This is an optimization exercise on Yosys and OpenROAD, whose aim is small area and a short achievable clock period, not a production implementation.
The RTL was checked by simulation tests, not by an equivalence proof against the original design.
Power figures rest on the tool's default switching activity, not on a simulated workload.

==> inputs of indigo <==
==> flow/design.v <==
`timescale 1ns / 1ps
module tanh9_lane (
    input  wire        clk,
    input  wire [15:0] x,
    output wire [15:0] y
);
    wire        s_in = x[15];
    wire [14:0] ua   = x[14:0] ^ {15{s_in}};
    wire sat_in = ua[14] | ua[13] | (ua[12] & ua[11]);
    wire lo683  = (ua[10:0] < 11'd683);
    wire hi1365 = (~ua[10:0] < 11'd683);
    reg        s1_s, s1_sat, s1_h;
    reg [10:0] s1_u;
    reg        gA, gB, gC, gD, gE;
    always @(posedge clk) begin
        s1_s   <= s_in;
        s1_sat <= sat_in;
        s1_u   <= x[10:0];
        s1_h   <= ua[12];
        gA <= ~sat_in & ~ua[12] & ~ua[11] &  lo683;     
        gB <= ~sat_in & ~ua[12] & ~ua[11] & ~lo683;     
        gC <= ~sat_in & ~ua[12] &  ua[11] & ~hi1365;    
        gD <= ~sat_in & ((~ua[12] & ua[11] & hi1365) | (ua[12] & ~ua[11] & lo683));   
        gE <= ~sat_in & ua[12] & ~ua[11] & ~lo683;     
    end
    wire        s = s1_s;
    wire [10:0] u = s1_u;
    wire gD1 = gD & ~s1_h;
    wire gD2 = gD & s1_h;
    wire p1 = gA | (gC & u[0]);
    wire p2 = (gA & ~u[0]);
    wire gs3 = gD | gE;
    wire p4 = (gs3 & u[0]) | (gC & u[1]) | (gA & ~u[1]);
    wire p5 = (gs3 & u[1]) | (gC & u[2]) | (gA & ~u[2]);
    wire gs6 = ~(gA | s1_sat);
    wire p7 = gA | (gs6 & u[0]);
    wire p8 = (gA & ~u[0]) | (gs3 & u[2]) | (gC & u[3]);
    wire p9 = (gA & ~u[3]);
    wire p10 = (gs6 & u[1]) | (gA & ~u[1]);
    wire p11 = (gs3 & u[3]) | (gC & u[4]) | (gA & ~u[4]);
    wire p12 = (gD & u[0]);
    wire p13 = (gs6 & u[2]) | (gA & ~u[2]);
    wire p14 = (gs3 & u[4]) | (gC & u[5]) | (gA & ~u[5]);
    wire p15 = (gE & u[0]) | (gD & u[1]);
    wire p16 = gA | (gs6 & u[3]);
    wire p17 = (gB & u[0]) | (gA & ~u[0]) | (gs3 & u[5]) | (gC & u[6]);
    wire p18 = (gE & u[1]) | (gD & u[2]) | (gA & ~u[3]);
    wire p19 = (gA & ~u[6]);
    wire p20 = (gA & ~u[1]) | (gs6 & u[4]);
    wire p21 = (gB & u[1]) | (gA & ~u[4]) | (gs3 & u[6]) | (gC & u[7]);
    wire p22 = (gD & u[0]) | (gE & u[2]) | (gA & ~u[7]);
    wire p23 = (gD & u[3]);
    wire p24 = (gA & ~u[2]) | (gs6 & u[5]);
    wire p25 = (gB & u[0]) | (gA & ~u[5]) | (gs3 & u[7]) | (gC & u[8]);
    wire p26 = (gD & u[1]) | (gB & u[2]) | (gE & u[3]) | (gA & ~u[8]);
    wire p27 = (gD & u[4]);
    wire p28 = (gA & ~u[3]) | (gs6 & u[6]);
    wire p29 = (gC & u[0]) | (gB & u[1]) | (gA & ~u[6]) | (gs3 & u[8]);
    wire p30 = (gD & u[2]) | (gB & u[3]) | (gE & u[4]) | (gC & u[9]) | (gA & ~u[9]);
    wire p31 = (gD & u[5]);
    wire p32 = (gA & ~u[10]) | (gs6 & u[7]);
    wire p33 = (gB & u[0]) | (gC & u[1]) | (gA & ~u[4]) | (gs3 & u[9]);
    wire p34 = (gC & u[10]) | (gB & u[2]) | (gD & u[3]) | (gE & u[5]) | (gA & ~u[7]);
    wire p35 = (gB & u[4]) | (gD & u[6]);
    wire p36 = (gA & ~s) | (gs6 & u[8]);
    wire p37 = (gC & s) | (gA & u[0]) | (gB & u[1]) | (gs3 & u[10]);
    wire p38 = (gC & u[2]) | (gB & u[3]) | (gD & u[4]) | (gA & ~u[5]) | (gE & u[6]);
    wire p39 = (gB & u[5]) | (gD & u[7]) | (gA & ~u[8]);
    wire p40 = s1_sat | (gA & ~s) | (gs6 & u[9]);
    wire gs41 = gC | gE | gD1;
    wire p42 = (gs41 & s) | (gA & u[1]) | (gB & u[2]) | (gD2 & u[5]);
    wire p43 = (gC & u[3]) | (gB & u[4]) | (gA & ~u[6]) | (gE & u[7]) | (gD & u[8]);
    wire p44 = (gD2 & ~s) | (gD1 & u[5]) | (gB & u[6]) | (gA & ~u[9]);
    wire gs45 = ~(gB | gC);
    wire gs46 = gB | gC;
    wire p47 = (gs45 & ~s) | (gs46 & u[10]);
    wire p48 = (gC & s) | (gs3 & u[10]) | (gA & ~u[10]) | (gB & u[3]);
    wire p49 = (gA & u[2]) | (gC & u[4]) | (gB & u[5]) | (gD & u[6]) | (gE & u[8]);
    wire p50 = (gB & u[7]) | (gA & ~u[7]) | (gD & u[9]);
    wire gs51 = gB | s1_sat;
    wire p52 = gs41 | (gs51 & s) | (gD2 & u[10]) | (gA & u[3]);
    wire p53 = (gB & u[4]) | (gC & u[5]) | (gD & u[7]) | (gA & ~u[8]) | (gE & u[9]);
    wire p54 = (gD1 & u[10]) | (gB & u[6]);
    wire p55 = (gB & u[8]);
    wire gs56 = gA | gB | s1_sat;
    wire p57 = gC | (gs56 & ~s) | (gE & u[10]) | (gD & u[8]);
    wire p58 = (gD1 & s) | (gA & u[4]) | (gB & u[5]) | (gC & u[6]);
    wire p59 = (gB & u[7]) | (gA & ~u[9]);
    wire p60 = (gB & u[9]);
    wire gs61 = gA | s1_sat | gD2;
    wire p62 = (gB & s) | (gs61 & ~s) | (gC & u[7]) | (gD1 & u[9]);
    wire p63 = (gB & u[10]) | (gA & ~u[10]) | (gD2 & u[9]);
    wire p64 = (gA & u[5]) | (gB & u[6]);
    wire p65 = (gB & u[8]);
    wire gs66 = gC | gD;
    wire gs67 = gE | s1_sat;
    wire p68 = gB | (gs66 & s) | (gs67 & ~s) | (gA & u[6]);
    wire p69 = (gD & u[10]) | (gB & u[7]) | (gC & u[8]);
    wire p70 = (gB & u[9]);
    wire gs71 = gB | gD2;
    wire gs72 = gA | gE | s1_sat;
    wire p73 = gs71 | (gC & s) | (gs72 & ~s);
    wire p74 = (gB & u[10]) | (gA & u[7]) | (gC & u[9]);
    wire p75 = (gB & u[8]);
    wire gs76 = gA | gE | s1_sat | gD1;
    wire p77 = gD2 | (gs46 & s) | (gs76 & ~s);
    wire p78 = (gC & u[10]) | (gA & u[8]) | (gB & u[9]);
    wire gs79 = gC | gD2;
    wire p80 = gs79 | (gs76 & ~s) | (gB & u[10]);
    wire p81 = (gA & u[9]);
    wire p82 = gs79 | (gs76 & ~s);
    wire p83 = (gA & u[10]);
    wire s84 = p16 ^ p17;
    wire c85 = p16 & p17;
    wire s86 = p20 ^ p21 ^ p22;
    wire c87 = (p20 & p21) | (p20 & p22) | (p21 & p22);
    wire s88 = p24 ^ p25 ^ p26;
    wire c89 = (p24 & p25) | (p24 & p26) | (p25 & p26);
    wire s90 = p28 ^ p29 ^ p30;
    wire c91 = (p28 & p29) | (p28 & p30) | (p29 & p30);
    wire s92 = p32 ^ p33 ^ p34;
    wire c93 = (p32 & p33) | (p32 & p34) | (p33 & p34);
    wire s94 = p36 ^ p37 ^ p38;
    wire c95 = (p36 & p37) | (p36 & p38) | (p37 & p38);
    wire s96 = p40 ^ p42 ^ p43;
    wire c97 = (p40 & p42) | (p40 & p43) | (p42 & p43);
    wire s98 = p47 ^ p48 ^ p49;
    wire c99 = (p47 & p48) | (p47 & p49) | (p48 & p49);
    wire s100 = p52 ^ p53 ^ p54;
    wire c101 = (p52 & p53) | (p52 & p54) | (p53 & p54);
    wire s102 = p57 ^ p58 ^ p59;
    wire c103 = (p57 & p58) | (p57 & p59) | (p58 & p59);
    wire s104 = p62 ^ p63 ^ p64;
    wire c105 = (p62 & p63) | (p62 & p64) | (p63 & p64);
    wire s106 = p68 ^ p69;
    wire c107 = p68 & p69;
    wire s108 = p73 ^ p74;
    wire c109 = p73 & p74;
    wire s110 = p7 ^ p8;
    wire c111 = p7 & p8;
    wire s112 = p10 ^ p11 ^ p12;
    wire c113 = (p10 & p11) | (p10 & p12) | (p11 & p12);
    wire s114 = p13 ^ p14 ^ p15;
    wire c115 = (p13 & p14) | (p13 & p15) | (p14 & p15);
    wire s116 = p18 ^ p19 ^ s84;
    wire c117 = (p18 & p19) | (p18 & s84) | (p19 & s84);
    wire s118 = p23 ^ c85 ^ s86;
    wire c119 = (p23 & c85) | (p23 & s86) | (c85 & s86);
    wire s120 = p27 ^ c87 ^ s88;
    wire c121 = (p27 & c87) | (p27 & s88) | (c87 & s88);
    wire s122 = p31 ^ c89 ^ s90;
    wire c123 = (p31 & c89) | (p31 & s90) | (c89 & s90);
    wire s124 = p35 ^ c91 ^ s92;
    wire c125 = (p35 & c91) | (p35 & s92) | (c91 & s92);
    wire s126 = p39 ^ c93 ^ s94;
    wire c127 = (p39 & c93) | (p39 & s94) | (c93 & s94);
    wire s128 = p44 ^ c95 ^ s96;
    wire c129 = (p44 & c95) | (p44 & s96) | (c95 & s96);
    wire s130 = p50 ^ c97 ^ s98;
    wire c131 = (p50 & c97) | (p50 & s98) | (c97 & s98);
    wire s132 = p55 ^ c99 ^ s100;
    wire c133 = (p55 & c99) | (p55 & s100) | (c99 & s100);
    wire s134 = p60 ^ c101 ^ s102;
    wire c135 = (p60 & c101) | (p60 & s102) | (c101 & s102);
    wire s136 = p65 ^ c103 ^ s104;
    wire c137 = (p65 & c103) | (p65 & s104) | (c103 & s104);
    wire s138 = p70 ^ c105 ^ s106;
    wire c139 = (p70 & c105) | (p70 & s106) | (c105 & s106);
    wire s140 = p75 ^ c107 ^ s108;
    wire c141 = (p75 & c107) | (p75 & s108) | (c107 & s108);
    wire s142 = p77 ^ p78 ^ c109;
    wire c143 = (p77 & p78) | (p77 & c109) | (p78 & c109);
    wire s144 = p80 ^ p81;
    wire c145 = p80 & p81;
    wire s146 = p82 ^ p83;
    wire [21:0] ra = {c145, c143, c141, c139, c137, c135, c133, c131, c129, c127, c125, c123, c121, c119, c117, c115, c113, c111, p9, p5, p4, p1};
    wire [21:0] rb = {s146, s144, s142, s140, s138, s136, s134, s132, s130, s128, s126, s124, s122, s120, s118, s116, s114, s112, s110, 1'b0, 1'b0, p2};
    wire [6:0] lo = {1'b0, ra[5:0]} + {1'b0, rb[5:0]};
    reg        s2_s, s2_c;
    reg [21:6] s2_a, s2_b;
    always @(posedge clk) begin
        s2_s <= s; s2_c <= lo[6]; s2_a <= ra[21:6]; s2_b <= rb[21:6];
    end
    wire [21:6] sum = s2_a + s2_b + {15'd0, s2_c};
    wire [10:0] r = sum[21:11];
    reg        s3_s;
    reg [10:0] s3_y;
    always @(posedge clk) begin
        s3_s <= s2_s;
        s3_y <= r;
    end
    assign y = {{5{s3_s}}, s3_y};
endmodule
module tanh9slices (
    input wire clk,
    input wire rst_n,
    input wire signed [15:0] x0_in,
    input wire signed [15:0] x1_in,
    input wire valid_in,
    output wire signed [15:0] y0_out,
    output wire signed [15:0] y1_out,
    output reg valid_out
);
    reg v1, v2;
    always @(posedge clk or negedge rst_n) begin
        if (!rst_n) begin
            v1 <= 1'b0; v2 <= 1'b0; valid_out <= 1'b0;
        end else begin
            v1 <= valid_in; v2 <= v1; valid_out <= v2;
        end
    end
    tanh9_lane lane0 (.clk(clk), .x(x0_in), .y(y0_out));
    tanh9_lane lane1 (.clk(clk), .x(x1_in), .y(y1_out));
endmodule
==> flow/flow/run.sh <==
#!/bin/bash
set -euo pipefail
mapfile -t KNOBS < <(grep -v '^\s*$' flow/knobs.txt)
bash standard.sh "${KNOBS[@]}" "PRE_GLOBAL_PLACE_TCL=$PWD/flow/ports.tcl" finish > flow_make.log 2>&1
==> flow/flow/knobs.txt <==
SETUP_SLACK_MARGIN=5.4
CTS_ARGS=-sink_clustering_enable -repair_clock_nets -buf_list sky130_fd_sc_hd__clkbuf_8 -dont_use_dummy_load
==> flow/flow/ports.tcl <==
# Port buffers, sourced before global placement: ORFS's own buffer_ports call
# is replaced by two calls, so every port still gets a buffer, but the inputs
# get buf_1 and the outputs buf_2 (timing repair may resize them later).
rename buffer_ports orfs_buffer_ports
proc buffer_ports {args} {
  orfs_buffer_ports -outputs -buffer_cell sky130_fd_sc_hd__buf_2
  orfs_buffer_ports -inputs -buffer_cell sky130_fd_sc_hd__buf_1
}
==> flow/standard.sh <==
#!/bin/bash
# synth_recipe.tcl (not shown) runs the flow's synth.tcl, then flattens the netlist and writes it again
# the make line also repeats each setting of config.mk as NAME=value (left out here)
make -C /OpenROAD-flow-scripts/flow DESIGN_CONFIG=/design/flow/config.mk WORK_HOME=/design/flow/orfs CLKGATE_MAP_FILE= SYNTH_SCRIPT=/design/flow/synth_recipe.tcl "${@:-finish}"
==> flow/config.mk <==
export PLATFORM = sky130hd
export DESIGN_NAME = tanh9slices
export DESIGN_NICKNAME = tanh9slices
export VERILOG_FILES = /design/flow/design.v
export SDC_FILE = /design/flow/constraint.sdc
export NUM_CORES = 4
export LEC_CHECK = 0
export CAP_MARGIN = 20
export CORE_MARGIN = 2
export CORE_UTILIZATION = 40
export SLEW_MARGIN = 20
==> flow/constraint.sdc <==
create_clock -name core_clock -period 8.0 [get_ports {clk}]
set_input_delay 1.6000 -clock core_clock [delete_from_list [all_inputs] [get_ports {clk}]]
set_output_delay 1.6000 -clock core_clock [all_outputs]
set_load 0.01 [all_outputs]
==> willow: changes against indigo <==
--- a/flow/design.v
+++ b/flow/design.v
@@ -175,4 +175,5 @@
     wire s146 = p82 ^ p83;
-    wire [21:0] ra = {c145, c143, c141, c139, c137, c135, c133, c131, c129, c127, c125, c123, c121, c119, c117, c115, c113, c111, p9, p5, p4, p1};
-    wire [21:0] rb = {s146, s144, s142, s140, s138, s136, s134, s132, s130, s128, s126, s124, s122, s120, s118, s116, s114, s112, s110, 1'b0, 1'b0, p2};
+    wire s147 = c145 ^ s146;
+    wire [21:0] ra = {s147, c143, c141, c139, c137, c135, c133, c131, c129, c127, c125, c123, c121, c119, c117, c115, c113, c111, p9, p5, p4, p1};
+    wire [21:0] rb = {1'b0, s144, s142, s140, s138, s136, s134, s132, s130, s128, s126, s124, s122, s120, s118, s116, s114, s112, s110, 1'b0, 1'b0, p2};
     wire [6:0] lo = {1'b0, ra[5:0]} + {1'b0, rb[5:0]};
==> flow/flow/run.sh (replaced) <==
#!/bin/bash
set -euo pipefail
mapfile -t KNOBS < <(grep -v '^\s*$' flow/knobs.txt)
bash standard.sh "${KNOBS[@]}" finish > flow_make.log 2>&1
==> flow/flow/knobs.txt (replaced) <==
SETUP_SLACK_MARGIN=5.45
CTS_ARGS=-sink_clustering_enable -repair_clock_nets -root_buf sky130_fd_sc_hd__clkbuf_16 -buf_list sky130_fd_sc_hd__clkbuf_8 -dont_use_dummy_load
BUFFER_PORTS_ARGS=-buffer_cell sky130_fd_sc_hd__buf_1
MATCH_CELL_FOOTPRINT=0
removed: flow/flow/ports.tcl
==> notes <==
Against willow, the combinational power of indigo is larger by about 3%. In via count, willow and indigo hardly differ. Register-to-register slack: willow is higher than indigo (50 ps). Of indigo and willow, indigo has the higher flip-flop and latch count (gap 2). Between indigo and willow, the lower clock power is in indigo (gap about 2%, measured against willow).
==> figures <==
Met2 Track Usage GR: willow 0.2780; indigo 0.2710
Combinational share of power: willow 0.211; indigo 0.216
R2R depth: willow 6; indigo 7
Result of the run: willow complete, no violations; indigo complete, no violations
Number of cells produced by synthesis: willow 834; indigo 839
Met3 layer usage reported by global route: willow 0.03409; indigo 0.04542
Share of the clock period used by the worst path after layout: willow 0.3107; indigo 0.3166
Worst setup endpoint: willow y1_out[0]; indigo y0_out[13]
Overall die area: willow 20,040 um2; indigo 20,300 um2
Flip-flop and latch count after synthesis: willow 131; indigo 133
Final clock-cell share: willow 0.03001; indigo 0.02834

==> afterwards: timing with drivers on the ports <==
In the flow no input, the clock included, has a driving cell. The finished layouts below were timed again as built, in two steps.
Step 1: set_driving_cell puts a clkbuf_16 on clk and a buf_2 on each other input, an assumption about the parent block.
Step 2 moves the port delays by t, midway between the first and last clock arrival at a register: inputs arrive t later, outputs are due t later. That takes back most of the time a late clock gives input paths.
a / b / c = no drivers / after step 1 / after step 2; a / b = the first two.
run	t, ns	setup slack, ns	worst data-port slew with drivers (ns)
indigo	0.474	5.467 / 5.429 / 5.200	0.03
willow	0.394	5.514 / 5.474 / 5.199	0.04
After both steps every run listed still meets setup and hold. For willow, which loses most, drivers alone change the setup slack by -0.040 ns; drivers and shift together by -0.315 ns.
